This design comes from an exercise in tuning for small area on the open sky130 flow, not from production work. The RTL was checked by simulation tests, not by an equivalence proof against the original design. Power figures rest on the tool's default switching activity, not on a simulated workload.

==> flow/design.v (excerpt) <==
module Calculadora_Top(
    input logic [3:0] cmd,
    input logic reset, clock,
    output logic [7:0] d0, d1, d2, d3, d4, d5, d6, d7
);
export LEC_CHECK = 0
export CAP_MARGIN = 20
export CORE_MARGIN = 2
export CORE_UTILIZATION = 60
export CTS_BUF_LIST = sky130_fd_sc_hd__clkbuf_8
export CTS_CLUSTER_SIZE = 12
export SLEW_MARGIN = 20
create_clock -name core_clock -period 15.0 [get_ports {clock}]
standard.sh (not shown) runs the stock make flow with config.mk's settings and CLKGATE_MAP_FILE= SYNTH_SCRIPT=/design/flow/synth_recipe.tcl, a recipe that flattens the netlist after the stock synthesis.
==> flow/flow/run.sh <==
#!/bin/bash
# Standard synthesis, then an area-oriented re-mapping of its combinational
# cells (flip-flops and full adders untouched, so the registers are exactly the
# standard synthesis's), proven equal to the standard netlist, then the
# standard ORFS layout steps. Every tool's output goes to a log file here.
set -euo pipefail
HERE=$(pwd)
LIB=$FLOW_HOME/platforms/sky130hd/lib/sky130_fd_sc_hd__tt_025C_1v80.lib
R=$HERE/orfs/results/sky130hd/Calculadora_Top/base
YOSYS=$(command -v yosys || echo /OpenROAD-flow-scripts/tools/install/yosys/bin/yosys)
STA=$(command -v sta || echo /OpenROAD-flow-scripts/tools/install/OpenROAD/bin/sta)
PY=$(command -v python3 || command -v python)

bash standard.sh synth > synth.log 2>&1
cp $R/1_2_yosys.v $R/1_2_yosys_std.v

$YOSYS -q -p "read_liberty -ignore_miss_func $LIB; write_verilog -noattr cells_all.v" > cells.log 2>&1
$PY flow/comb_models.py cells_all.v comb_models.v > models.log 2>&1

# candidates: a plain area script, and deep synthesis (one or two rounds)
remap() {  # name abc-script [seed [second seed]]
  sed -e "s#@SEED@#${3:-1}#; s#@SEED2@#${4:-1}#" $2 > abc_$1.script
  sed -e "s#@LIB@#$LIB#g; s#@IN@#$R/1_2_yosys_std.v#; s#@OUT@#net_$1.v#; s#@TOP@#$FLOW_TOP#; s#@ABC@#$HERE/abc_$1.script#; s#@STAT@#stat_$1.txt#" flow/remap.ys > remap_$1.ys
  $YOSYS -s remap_$1.ys > remap_$1.log 2>&1 || return 0
  sed -e "s#@STD@#$R/1_2_yosys_std.v#; s#@NEW@#net_$1.v#; s#@TOP@#$FLOW_TOP#" flow/equiv.ys > equiv_$1.ys
  if $YOSYS -s equiv_$1.ys > equiv_$1.log 2>&1; then
    sed -e "s#@LIB@#$LIB#; s#@NET@#net_$1.v#; s#@TOP@#$FLOW_TOP#; s#@SDC@#$FLOW_SDC#" flow/sta.tcl > sta_$1.tcl
    $STA -no_init -exit sta_$1.tcl > sta_$1.log 2>&1 || true
    echo "$1 $(awk "/Chip area/{print \$NF}" stat_$1.txt) $(awk "/worst slack/{print \$NF}" sta_$1.log)" >> candidates.txt
  fi
}
: > candidates.txt
remap std flow/area_std.abc &
remap d7 flow/area_deep.abc 7 &
remap c7_16 flow/area_deep2.abc 7 16 &
remap c7_3 flow/area_deep2.abc 7 3 &
wait
# smallest area among proven candidates with unplaced slack >= -0.6 ns, else the
# plain script's, else the standard netlist
BEST=$(awk '$3 != "" && $3 >= -0.6 {print $2, $1}' candidates.txt | sort -n | head -1 | awk '{print $2}')
[ -z "$BEST" ] && BEST=$(awk '$1 == "std" {print $1}' candidates.txt)
echo "chosen: ${BEST:-standard}" >> candidates.txt
if [ -n "$BEST" ]; then cp net_$BEST.v $R/1_2_yosys.v; fi

rm -f $R/1_synth.odb $R/1_synth.sdc
# port buffers: the smallest buffer; clock tree: clkbuf_8 clusters of at most
# 10 sinks, without CTS's dummy balancing loads
bash standard.sh finish BUFFER_PORTS_ARGS="-buffer_cell sky130_fd_sc_hd__buf_1" \
  "CTS_ARGS=-sink_clustering_enable -repair_clock_nets -dont_use_dummy_load -buf_list sky130_fd_sc_hd__clkbuf_8 -sink_clustering_size 10" \
  > finish.log 2>&1
Other scripts of this flow, unchanged in this note and not shown: flow/flow/area_deep.abc, flow/flow/area_deep2.abc, flow/flow/area_std.abc, flow/flow/comb_models.py, flow/flow/equiv.ys, flow/flow/remap.ys, flow/flow/sta.tcl
Then changed:
--- a/flow/flow/run.sh
+++ b/flow/flow/run.sh
@@ -46,5 +46,5 @@
 # port buffers: the smallest buffer; clock tree: clkbuf_8 clusters of at most
-# 10 sinks, without CTS's dummy balancing loads
+# 12 sinks, without CTS's dummy balancing loads
 bash standard.sh finish BUFFER_PORTS_ARGS="-buffer_cell sky130_fd_sc_hd__buf_1" \
-  "CTS_ARGS=-sink_clustering_enable -repair_clock_nets -dont_use_dummy_load -buf_list sky130_fd_sc_hd__clkbuf_8 -sink_clustering_size 10" \
+  "CTS_ARGS=-sink_clustering_enable -repair_clock_nets -dont_use_dummy_load -buf_list sky130_fd_sc_hd__clkbuf_8 -sink_clustering_size 12" \
   > finish.log 2>&1
After rerunning:
- The new run completed without violations
- utilization is lower by 0.23 points
- die area stays flat
- via count came out higher slightly
- cell count goes up slightly
- count of clock-buffer cells in the layout stays the same
- routed wire length drops by a few percent
- combinational power fell by roughly a tenth
- sequential share of layout area climbs by 0.12 points
- final area went down slightly
- worst setup slack gains 0.17 ns

* * *

Another version of the RTL of Calculadora_Top (not shown whole).
Size in the first run: about 190 flip-flops, ~14000 sq um of cells after synthesis.
clock: 15.0 ns
lec_check: 0
cap_margin: 20
core_margin: 2
core_utilization: 40
slew_margin: 20
run.sh (not shown) runs the stock make flow with config.mk's settings and CLKGATE_MAP_FILE= SYNTH_SCRIPT=/design/flow/synth_recipe.tcl, a recipe that flattens the netlist after the stock synthesis.
Stock flow here: none of the scripts above is used.
Next try:
==> flow/flow/run.sh (new file) <==
#!/bin/bash
# Standard synthesis, then an area-oriented re-mapping of its combinational
# cells (flip-flops and full adders untouched, so the registers are exactly the
# standard synthesis's), then the standard ORFS layout steps.
set -euo pipefail
HERE=$(pwd)
LIB=$FLOW_HOME/platforms/sky130hd/lib/sky130_fd_sc_hd__tt_025C_1v80.lib
R=$HERE/orfs/results/sky130hd/Calculadora_Top/base
YOSYS=$(command -v yosys || echo /OpenROAD-flow-scripts/tools/install/yosys/bin/yosys)
PY=$(command -v python3 || command -v python)

bash standard.sh synth > synth.log 2>&1
cp $R/1_2_yosys.v $R/1_2_yosys_std.v

$YOSYS -q -p "read_liberty -ignore_miss_func $LIB; write_verilog -noattr cells_all.v" > cells.log 2>&1
$PY flow/comb_models.py cells_all.v comb_models.v > models.log 2>&1
sed -e "s#@LIB@#$LIB#g; s#@IN@#$R/1_2_yosys_std.v#; s#@OUT@#$R/1_2_yosys.v#; s#@TOP@#$FLOW_TOP#; s#@DIR@#$HERE/flow#" flow/remap.ys > remap_run.ys
$YOSYS -s remap_run.ys > remap.log 2>&1

rm -f $R/1_synth.odb $R/1_synth.sdc
bash standard.sh finish BUFFER_PORTS_ARGS="-buffer_cell sky130_fd_sc_hd__buf_1" > finish.log 2>&1
==> flow/flow/area.abc (new file) <==
&get -n
&st
&syn2
&syn2
&dch -f
&nf -R 1000
&put
&get -n
&st
&dch -f
&nf -R 1000
&put
==> flow/flow/comb_models.py (new file) <==
#!/usr/bin/env python3
# Keep the combinational cell models (no flip-flops, latches, full adders,
# tie cells or special cells) from a write_verilog of the liberty file.
import re, sys
t = open(sys.argv[1]).read()
out = []
for body, name in re.findall(r'(module (\S+)\(.*?endmodule)', t, re.S):
    if 'always' in body or 'reg ' in body:
        continue
    if re.search(r'__(fa|fah|conb|tap|fill|decap|diode|lpflow|probe|macro)', name):
        continue
    out.append(body)
open(sys.argv[2], 'w').write('\n'.join(out) + '\n')
print(len(out), 'combinational cell models')
==> flow/flow/remap.ys (new file) <==
# Re-map the combinational logic of the standard synthesis for area.
# Flip-flops and full adders stay as the standard synthesis made them.
read_liberty -lib @LIB@
read_verilog -noblackbox @IN@
hierarchy -top @TOP@
techmap -map comb_models.v
techmap
opt -purge
abc -script @DIR@/area.abc -liberty @LIB@ -dont_use sky130_fd_sc_hd__probe_p_8 -dont_use sky130_fd_sc_hd__probec_p_8 -dont_use sky130_fd_sc_hd__lpflow_*
opt_clean -purge
hilomap -singleton -hicell sky130_fd_sc_hd__conb_1 HI -locell sky130_fd_sc_hd__conb_1 LO
splitnets
opt_clean -purge
tee -o remap_stat.txt stat -liberty @LIB@
write_verilog -noattr -noexpr -nohex -nodec @OUT@
==> flow/standard.sh (new file) <==
#!/bin/bash
# synth_recipe.tcl (not shown) runs the flow's synth.tcl, then flattens the netlist and writes it again
# the make line also repeats each setting of config.mk as NAME=value (left out here)
make -C /OpenROAD-flow-scripts/flow DESIGN_CONFIG=/design/flow/config.mk WORK_HOME=/design/flow/orfs CLKGATE_MAP_FILE= SYNTH_SCRIPT=/design/flow/synth_recipe.tcl "${@:-finish}"
CORE_UTILIZATION = 60   (was 40)
CTS_BUF_LIST = sky130_fd_sc_hd__clkbuf_8   (was default)
removed: flow/run.sh
After rerunning: Non-clock buffer count is higher by 9; global-route usage is higher by 12 points; sequential cell count is unchanged; setup slack degrades by 2.6 ns; total power is lower by about a fifth; core utilization is higher by 24 points; clock-buffer cell count is lower by 1; first-iteration DRC count is higher by a quarter to a third.

* * *

Calculadora_Top, a different RTL version from the one above (not shown whole).
For scale: roughly 70 I/O pins, about 10,000 um2 of cells after synthesis.
clock: 15.0 ns
lec_check: 0
cap_margin: 20
core_margin: 2
core_utilization: 60
cts_buf_list: sky130_fd_sc_hd__clkbuf_8
cts_cluster_size: 12
slew_margin: 20
standard.sh (not shown) runs the stock make flow with config.mk's settings and CLKGATE_MAP_FILE= SYNTH_SCRIPT=/design/flow/synth_recipe.tcl, a recipe that flattens the netlist after the stock synthesis.
==> flow/flow/run.sh <==
#!/bin/bash
# Standard synthesis, then an area-oriented re-mapping of its combinational
# cells (flip-flops and full adders untouched, so the registers are exactly the
# standard synthesis's), proven equal to the standard netlist, then the
# standard ORFS layout steps. Every tool's output goes to a log file here.
set -euo pipefail
HERE=$(pwd)
LIB=$FLOW_HOME/platforms/sky130hd/lib/sky130_fd_sc_hd__tt_025C_1v80.lib
R=$HERE/orfs/results/sky130hd/Calculadora_Top/base
YOSYS=$(command -v yosys || echo /OpenROAD-flow-scripts/tools/install/yosys/bin/yosys)
STA=$(command -v sta || echo /OpenROAD-flow-scripts/tools/install/OpenROAD/bin/sta)
PY=$(command -v python3 || command -v python)

bash standard.sh synth > synth.log 2>&1
cp $R/1_2_yosys.v $R/1_2_yosys_std.v

$YOSYS -q -p "read_liberty -ignore_miss_func $LIB; write_verilog -noattr cells_all.v" > cells.log 2>&1
$PY flow/comb_models.py cells_all.v comb_models.v > models.log 2>&1

# candidates: a plain area script and deep synthesis with a few seeds
remap() {  # name abc-script
  sed -e "s#@SEED@#${3:-1}#" $2 > abc_$1.script
  sed -e "s#@LIB@#$LIB#g; s#@IN@#$R/1_2_yosys_std.v#; s#@OUT@#net_$1.v#; s#@TOP@#$FLOW_TOP#; s#@ABC@#$HERE/abc_$1.script#; s#@STAT@#stat_$1.txt#" flow/remap.ys > remap_$1.ys
  $YOSYS -s remap_$1.ys > remap_$1.log 2>&1 || return 0
  sed -e "s#@STD@#$R/1_2_yosys_std.v#; s#@NEW@#net_$1.v#; s#@TOP@#$FLOW_TOP#" flow/equiv.ys > equiv_$1.ys
  if $YOSYS -s equiv_$1.ys > equiv_$1.log 2>&1; then
    sed -e "s#@LIB@#$LIB#; s#@NET@#net_$1.v#; s#@TOP@#$FLOW_TOP#; s#@SDC@#$FLOW_SDC#" flow/sta.tcl > sta_$1.tcl
    $STA -no_init -exit sta_$1.tcl > sta_$1.log 2>&1 || true
    echo "$1 $(awk "/Chip area/{print \$NF}" stat_$1.txt) $(awk "/worst slack/{print \$NF}" sta_$1.log)" >> candidates.txt
  fi
}
: > candidates.txt
remap std flow/area_std.abc &
remap d7 flow/area_deep.abc 7 &
remap d1 flow/area_deep.abc 1 &
remap d13 flow/area_deep.abc 13 &
wait
# smallest area among proven candidates with unplaced slack >= -0.6 ns, else the
# plain script's, else the standard netlist
BEST=$(awk '$3 != "" && $3 >= -0.6 {print $2, $1}' candidates.txt | sort -n | head -1 | awk '{print $2}')
[ -z "$BEST" ] && BEST=$(awk '$1 == "std" {print $1}' candidates.txt)
echo "chosen: ${BEST:-standard}" >> candidates.txt
if [ -n "$BEST" ]; then cp net_$BEST.v $R/1_2_yosys.v; fi

rm -f $R/1_synth.odb $R/1_synth.sdc
# port buffers: the smallest buffer; clock tree: clkbuf_16 clusters of at most
# 24 sinks, without CTS's dummy balancing loads
bash standard.sh finish BUFFER_PORTS_ARGS="-buffer_cell sky130_fd_sc_hd__buf_1" \
  "CTS_ARGS=-sink_clustering_enable -repair_clock_nets -dont_use_dummy_load -buf_list sky130_fd_sc_hd__clkbuf_16 -sink_clustering_size 24" \
  > finish.log 2>&1
Other scripts of this flow, unchanged in this note and not shown: flow/flow/area_deep.abc, flow/flow/area_std.abc, flow/flow/comb_models.py, flow/flow/equiv.ys, flow/flow/remap.ys, flow/flow/sta.tcl
The first run ran to the end with no violations.
Rerun with:
--- a/flow/flow/run.sh
+++ b/flow/flow/run.sh
@@ -46,2 +46,2 @@
-# port buffers: the smallest buffer; clock tree: clkbuf_16 clusters of at most
-# 24 sinks, without CTS's dummy balancing loads
+# port buffers: the smallest buffer; clock tree: clkbuf_8 clusters of at most
+# 12 sinks, without CTS's dummy balancing loads
@@ -49 +49 @@
-  "CTS_ARGS=-sink_clustering_enable -repair_clock_nets -dont_use_dummy_load -buf_list sky130_fd_sc_hd__clkbuf_16 -sink_clustering_size 24" \
+  "CTS_ARGS=-sink_clustering_enable -repair_clock_nets -dont_use_dummy_load -buf_list sky130_fd_sc_hd__clkbuf_8 -sink_clustering_size 12" \
Clock power fell by 29%.
Register-to-register slack gains 0.04 ns.
Total power shrinks by 9.1%.
Critical path depth does not change.
Global-route usage drops by 0.26 points.
Final cell count is unchanged.
Routed wire length goes down by about 1%.
Sequential power hardly moves.
Cell area decreases by about 1.6%.
First-iteration DRC count fell by about 8%.
Rerun with:
Settings changed: CORE_UTILIZATION 60 to 75, CTS_BUF_LIST sky130_fd_sc_hd__clkbuf_8 to unset, CTS_CLUSTER_SIZE 12 to unset.
Area after synthesis does not change.
Critical path depth went down by 1.
Via count rose by 4.2%.
Final area decreases by 0.45%.
Total power went up by 0.48%.
Wire length stays flat.
Clock-buffer cell count is unchanged.
Setup slack gets worse by 0.14 ns.
Final cell count drops by 3.0%.
First-iteration DRC count climbs by 12%.

re-timing with driven ports:
Ports are ideal in the flow. The routed layouts listed here were re-timed in OpenROAD.
Step 1 (the two cells are an assumption about what drives the block):
set clk [get_ports {clock}]
set_driving_cell -lib_cell sky130_fd_sc_hd__clkbuf_16 $clk
set_driving_cell -lib_cell sky130_fd_sc_hd__buf_2 [delete_from_list [all_inputs] $clk]
Step 2 adds t to the input delays and takes it off the output delays; t is the mean of the earliest and latest rising clock arrival at the registers after step 1. Input paths then give back, and output paths get back, about the clock's delay inside the block.
a / b / c = ideal ports / drivers / drivers and shift; a / b = the first two.
run | shift t [ns] | setup WS [ns] | cell pins on the clock port's net
the first run of note 1 | 0.513 | 1.355 / 1.355 / 1.355 | 1
the second run of note 1 | 0.502 | 1.520 / 1.520 / 1.520 | 1
the first run of note 2 | 0.489 | 3.978 / 3.978 / 3.978 | 1
the second run of note 2 | 0.534 | 1.361 / 1.361 / 1.361 | 1
the first run of note 3 | 0.476 | 1.201 / 1.201 / 1.201 | 1
the second run of note 3 | 0.509 | 1.239 / 1.239 / 1.239 | 1
the third run of note 3 | 0.511 | 1.099 / 1.099 / 1.099 | 1
After both steps setup and hold are still met in every run listed.
